This design comes from an exercise in tuning for small area on the open sky130 flow, not from production work.
At most, simulation tests tie the RTL to the original design; equivalence was not proved.
Power and IR drop assume default switching activity.

==> flow/design.v <==
`timescale 1ns / 1ps
module fifo #(parameter WIDTH=64, parameter DEPTH=8)(input clk, res_n, shift_in, shift_out,
                                                    input [WIDTH-1:0] data_in,
                                                    output reg full, empty,
                                                    output reg [WIDTH-1:0] data_out);
    reg [WIDTH-1:0] mem [0:DEPTH-1];
    reg [3:0] rp, wp;    
    reg last_push;
    function [7:0] jdec(input [3:0] q);
        begin
            jdec[0] = ~q[3] & ~q[0];
            jdec[1] =  q[0] & ~q[1];
            jdec[2] =  q[1] & ~q[2];
            jdec[3] =  q[2] & ~q[3];
            jdec[4] =  q[3] &  q[0];
            jdec[5] =  q[1] & ~q[0];
            jdec[6] =  q[2] & ~q[1];
            jdec[7] =  q[3] & ~q[2];
        end
    endfunction
    wire [7:0] rd = jdec(rp);
    wire [7:0] wr = jdec(wp);
    wire ptr_eq = (rp == wp);
    wire [WIDTH-1:0] n0, n1, head;
    genvar b;
    generate
        for (b = 0; b < WIDTH; b = b + 1) begin : RD
            fifo_aoi222 A0 (.a1(mem[0][b]), .a2(rd[0]), .b1(mem[1][b]), .b2(rd[1]),
                            .c1(mem[2][b]), .c2(rd[2]), .y(n0[b]));
            fifo_aoi222 A1 (.a1(mem[3][b]), .a2(rd[3]), .b1(mem[4][b]), .b2(rd[4]),
                            .c1(mem[5][b]), .c2(rd[5]), .y(n1[b]));
            fifo_or22n2 A2 (.a1(mem[6][b]), .a2(rd[6]), .b1(mem[7][b]), .b2(rd[7]),
                            .n0(n0[b]), .n1(n1[b]), .y(head[b]));
        end
    endgenerate
    integer i;
    always @(posedge clk) begin
        full <= ptr_eq & last_push;
        empty <= ptr_eq & ~last_push;
        data_out <= head;
        for (i = 0; i < DEPTH; i = i + 1)
            if (res_n && shift_in && wr[i])
                mem[i] <= data_in;
        if (!res_n) begin
            rp <= 4'd0;
            wp <= 4'd0;
            last_push <= 1'b0;
        end else begin
            if (shift_out) rp <= {rp[2:0], ~rp[3]};
            if (shift_in) wp <= {wp[2:0], ~wp[3]};
            if (shift_in != shift_out) last_push <= shift_in;
        end
    end
endmodule
module fifo_aoi222 (input a1, a2, b1, b2, c1, c2, output y);
    assign y = ~((a1 & a2) | (b1 & b2) | (c1 & c2));
endmodule
module fifo_or22n2 (input a1, a2, b1, b2, n0, n1, output y);
    assign y = ~n0 | ~n1 | (a1 & a2) | (b1 & b2);
endmodule
==> flow/config.mk <==
export PLATFORM = sky130hd
export DESIGN_NAME = fifo
export DESIGN_NICKNAME = fifo
export VERILOG_FILES = /design/flow/design.v
export SDC_FILE = /design/flow/constraint.sdc
export NUM_CORES = 4
export LEC_CHECK = 0
export CAP_MARGIN = 0
export CORE_MARGIN = 2
export CORE_UTILIZATION = 70
export PLACE_DENSITY = 0.85
export SLEW_MARGIN = 0
export SYNTH_HIERARCHICAL = 1
export SYNTH_MINIMUM_KEEP_SIZE = 0
==> flow/constraint.sdc <==
create_clock -name core_clock -period 5.0 [get_ports {clk}]
set_input_delay 1.0000 -clock core_clock [delete_from_list [all_inputs] [get_ports {clk}]]
set_output_delay 1.0000 -clock core_clock [all_outputs]
set_load 0.01 [all_outputs]
standard.sh (not shown) runs the stock make flow with config.mk's settings and CLKGATE_MAP_FILE= SYNTH_SCRIPT=/design/flow/synth_recipe.tcl, a recipe that flattens the netlist after the stock synthesis.
==> flow/flow/run.sh <==
#!/bin/bash
# The standard layout (standard.sh: the standard flow's own synthesis and ORFS flow), with
# two changes: the port buffers use the smallest buffer cell, and the clock
# tree uses clkbuf_8 sink buffers, set cluster sizes and no dummy loads.
# ORFS writes each step's full log under orfs/logs; make's output goes to
# standard_flow.log here.
set -euo pipefail
export BUFFER_PORTS_ARGS="-buffer_cell sky130_fd_sc_hd__buf_1"
export CTS_ARGS="-sink_clustering_enable -repair_clock_nets -sink_clustering_size 20 -sink_clustering_max_diameter 70 -buf_list {sky130_fd_sc_hd__clkbuf_8} -root_buf sky130_fd_sc_hd__clkbuf_8 -sink_clustering_buffer sky130_fd_sc_hd__clkbuf_8 -dont_use_dummy_load"
bash standard.sh finish > standard_flow.log 2>&1
Then changed:
--- a/flow/flow/run.sh
+++ b/flow/flow/run.sh
@@ -7,4 +7,4 @@
 set -euo pipefail
 export BUFFER_PORTS_ARGS="-buffer_cell sky130_fd_sc_hd__buf_1"
-export CTS_ARGS="-sink_clustering_enable -repair_clock_nets -sink_clustering_size 20 -sink_clustering_max_diameter 70 -buf_list {sky130_fd_sc_hd__clkbuf_8} -root_buf sky130_fd_sc_hd__clkbuf_8 -sink_clustering_buffer sky130_fd_sc_hd__clkbuf_8 -dont_use_dummy_load"
+export CTS_ARGS="-sink_clustering_enable -repair_clock_nets -sink_clustering_size 20 -sink_clustering_max_diameter 50 -buf_list {sky130_fd_sc_hd__clkbuf_8 sky130_fd_sc_hd__clkbuf_16} -root_buf sky130_fd_sc_hd__clkbuf_16 -sink_clustering_buffer sky130_fd_sc_hd__clkbuf_8 -dont_use_dummy_load"
 bash standard.sh finish > standard_flow.log 2>&1
--- a/flow/config.mk
+++ b/flow/config.mk
@@ -8,6 +8,6 @@
 export CAP_MARGIN = 0
 export CORE_MARGIN = 2
-export CORE_UTILIZATION = 70
-export PLACE_DENSITY = 0.85
+export CORE_UTILIZATION = 60
+export PLACE_DENSITY = 0.75
 export SLEW_MARGIN = 0
 export SYNTH_HIERARCHICAL = 1
Effect: Non-clock buffer count is higher by 1; core utilization went down by 11 points; cell area rises by 1.1%; register-to-register slack stays flat.

========
fifo, a different RTL version from the one above (not shown whole).
Size: ~1,000 cells after synthesis, roughly 590 flip-flops, ~130 I/O pins, roughly 20,000 um2 of cells after synthesis.
Design fifo, start of the top module:
module fifo #(parameter WIDTH=64, parameter DEPTH=8)(input clk, res_n, shift_in, shift_out,
                                                    input [WIDTH-1:0] data_in,
                                                    output reg full, empty,
                                                    output reg [WIDTH-1:0] data_out);
export LEC_CHECK = 0
export CAP_MARGIN = 0
export CORE_MARGIN = 2
export CORE_UTILIZATION = 60
export CTS_BUF_LIST = sky130_fd_sc_hd__clkbuf_16
export CTS_CLUSTER_DIAMETER = 60
export CTS_CLUSTER_SIZE = 30
export PLACE_DENSITY = 0.75
export SLEW_MARGIN = 0
create_clock -name core_clock -period 5.0 [get_ports {clk}]
==> flow/flow/run.sh <==
#!/bin/bash
set -euo pipefail
export BUFFER_PORTS_ARGS="-buffer_cell sky130_fd_sc_hd__buf_1"
export CTS_ARGS="-sink_clustering_enable -repair_clock_nets -sink_clustering_size 26 -sink_clustering_max_diameter 45 -buf_list {sky130_fd_sc_hd__clkbuf_8} -root_buf sky130_fd_sc_hd__clkbuf_8 -sink_clustering_buffer sky130_fd_sc_hd__clkbuf_8 -dont_use_dummy_load"
bash standard.sh finish > standard_flow.log 2>&1
The baseline produced a clean layout.
Change:
==> flow/flow/run.sh (replaced) <==
#!/bin/bash
# Standard layout, with the port buffers made from the smallest buffer cell.
set -euo pipefail
export BUFFER_PORTS_ARGS="-buffer_cell sky130_fd_sc_hd__buf_1"
bash standard.sh finish > standard_flow.log 2>&1
What happened:
- The changed run finished clean
- routed wire length climbs by 0.35%
- area after synthesis does not change
- global-route usage drops by 0.13 points
- final cell count came out higher by 0.62%
- non-clock buffer count is unchanged
- die area does not change
- power went up by 11%
- worst hold slack gains 0.031 ns
- cell area is higher by 2.4%
- fmax came out higher by 1.4%
- setup slack gains 0.041 ns
Change:
==> flow/flow/run.sh (replaced) <==
#!/bin/bash
set -euo pipefail
export BUFFER_PORTS_ARGS="-buffer_cell sky130_fd_sc_hd__buf_1"
export REMOVE_ABC_BUFFERS=1
export CTS_ARGS="-sink_clustering_enable -repair_clock_nets -sink_clustering_size 20 -sink_clustering_max_diameter 50 -buf_list {sky130_fd_sc_hd__clkbuf_8 sky130_fd_sc_hd__clkbuf_16} -root_buf sky130_fd_sc_hd__clkbuf_16 -sink_clustering_buffer sky130_fd_sc_hd__clkbuf_8 -dont_use_dummy_load"
bash standard.sh finish > standard_flow.log 2>&1
--- a/flow/config.mk
+++ b/flow/config.mk
@@ -9,7 +9,5 @@
 export CORE_MARGIN = 2
 export CORE_UTILIZATION = 60
-export CTS_BUF_LIST = sky130_fd_sc_hd__clkbuf_16
-export CTS_CLUSTER_DIAMETER = 60
-export CTS_CLUSTER_SIZE = 30
+export GPL_TIMING_DRIVEN = 0
 export PLACE_DENSITY = 0.75
 export SLEW_MARGIN = 0
Sequential cell count is unchanged; wire length rose by 4.1%; total power fell by 9.5%; count of clock-buffer cells in the layout rose by 10; global-route usage rose by 0.81 points.
Change:
==> flow/flow/run.sh (replaced) <==
#!/bin/bash
set -euo pipefail
export BUFFER_PORTS_ARGS="-buffer_cell sky130_fd_sc_hd__buf_1"
export CTS_ARGS="-sink_clustering_enable -repair_clock_nets -sink_clustering_size 20 -sink_clustering_max_diameter 50 -buf_list {sky130_fd_sc_hd__clkbuf_8 sky130_fd_sc_hd__clkbuf_16} -root_buf sky130_fd_sc_hd__clkbuf_16 -sink_clustering_buffer sky130_fd_sc_hd__clkbuf_8 -dont_use_dummy_load"
bash standard.sh finish > standard_flow.log 2>&1
--- a/flow/config.mk
+++ b/flow/config.mk
@@ -9,5 +9,7 @@
 export CORE_MARGIN = 2
 export CORE_UTILIZATION = 60
-export GPL_TIMING_DRIVEN = 0
+export CTS_BUF_LIST = sky130_fd_sc_hd__clkbuf_16
+export CTS_CLUSTER_DIAMETER = 60
+export CTS_CLUSTER_SIZE = 30
 export PLACE_DENSITY = 0.75
 export SLEW_MARGIN = 0
After rerunning:
- count of clock-buffer cells in the layout stays the same
- design area decreases by 2.8%
- power stays flat
- worst hold slack improves by 0.016 ns
No functional check of the RTL was part of any run of this note.

re-timing with driven ports:
How much do the figures lean on ideal ports? The routed layouts below were timed once more, with nothing changed but the port constraints. Step 1 (the two cells are an assumption about what drives the block):
set clk [get_ports {clk}]
set_driving_cell -lib_cell sky130_fd_sc_hd__clkbuf_16 $clk
set_driving_cell -lib_cell sky130_fd_sc_hd__buf_2 [delete_from_list [all_inputs] $clk]
Step 2 adds t to the input delays and takes it off the output delays; t is the mean of the earliest and latest rising clock arrival at the registers after step 1. Input paths then give back, and output paths get back, about the clock's delay inside the block. Three values: ideal, step 1, step 2; two values: the first two.
| run | t, ns | setup WS [ns] | hold WS [ns] | worst register clock-pin slew, ns |
|---|---|---|---|---|
| the first run of note 1 | 0.580 | 2.312 / 2.334 / 1.754 | 0.440 / 0.440 / 0.440 | 0.12 / 0.12 |
| the second run of note 1 | 0.539 | 2.461 / 2.475 / 1.935 | 0.397 / 0.397 / 0.397 | 0.12 / 0.12 |
| the first run of note 2 | 0.619 | 2.028 / 2.047 / 1.428 | 0.452 / 0.452 / 0.452 | 0.12 / 0.12 |
| the second run of note 2 | 0.635 | 2.069 / 2.093 / 1.458 | 0.483 / 0.483 / 0.483 | 0.11 / 0.11 |
| the third run of note 2 | 0.559 | 1.912 / 1.939 / 1.380 | 0.457 / 0.457 / 0.457 | 0.11 / 0.11 |
| the fourth run of note 2 | 0.557 | 1.969 / 1.990 / 1.433 | 0.474 / 0.474 / 0.474 | 0.11 / 0.11 |
After both steps every run listed still meets setup and hold. For the second run of note 2, which loses most, drivers alone change the setup slack by +0.024 ns; drivers and shift together by -0.611 ns.
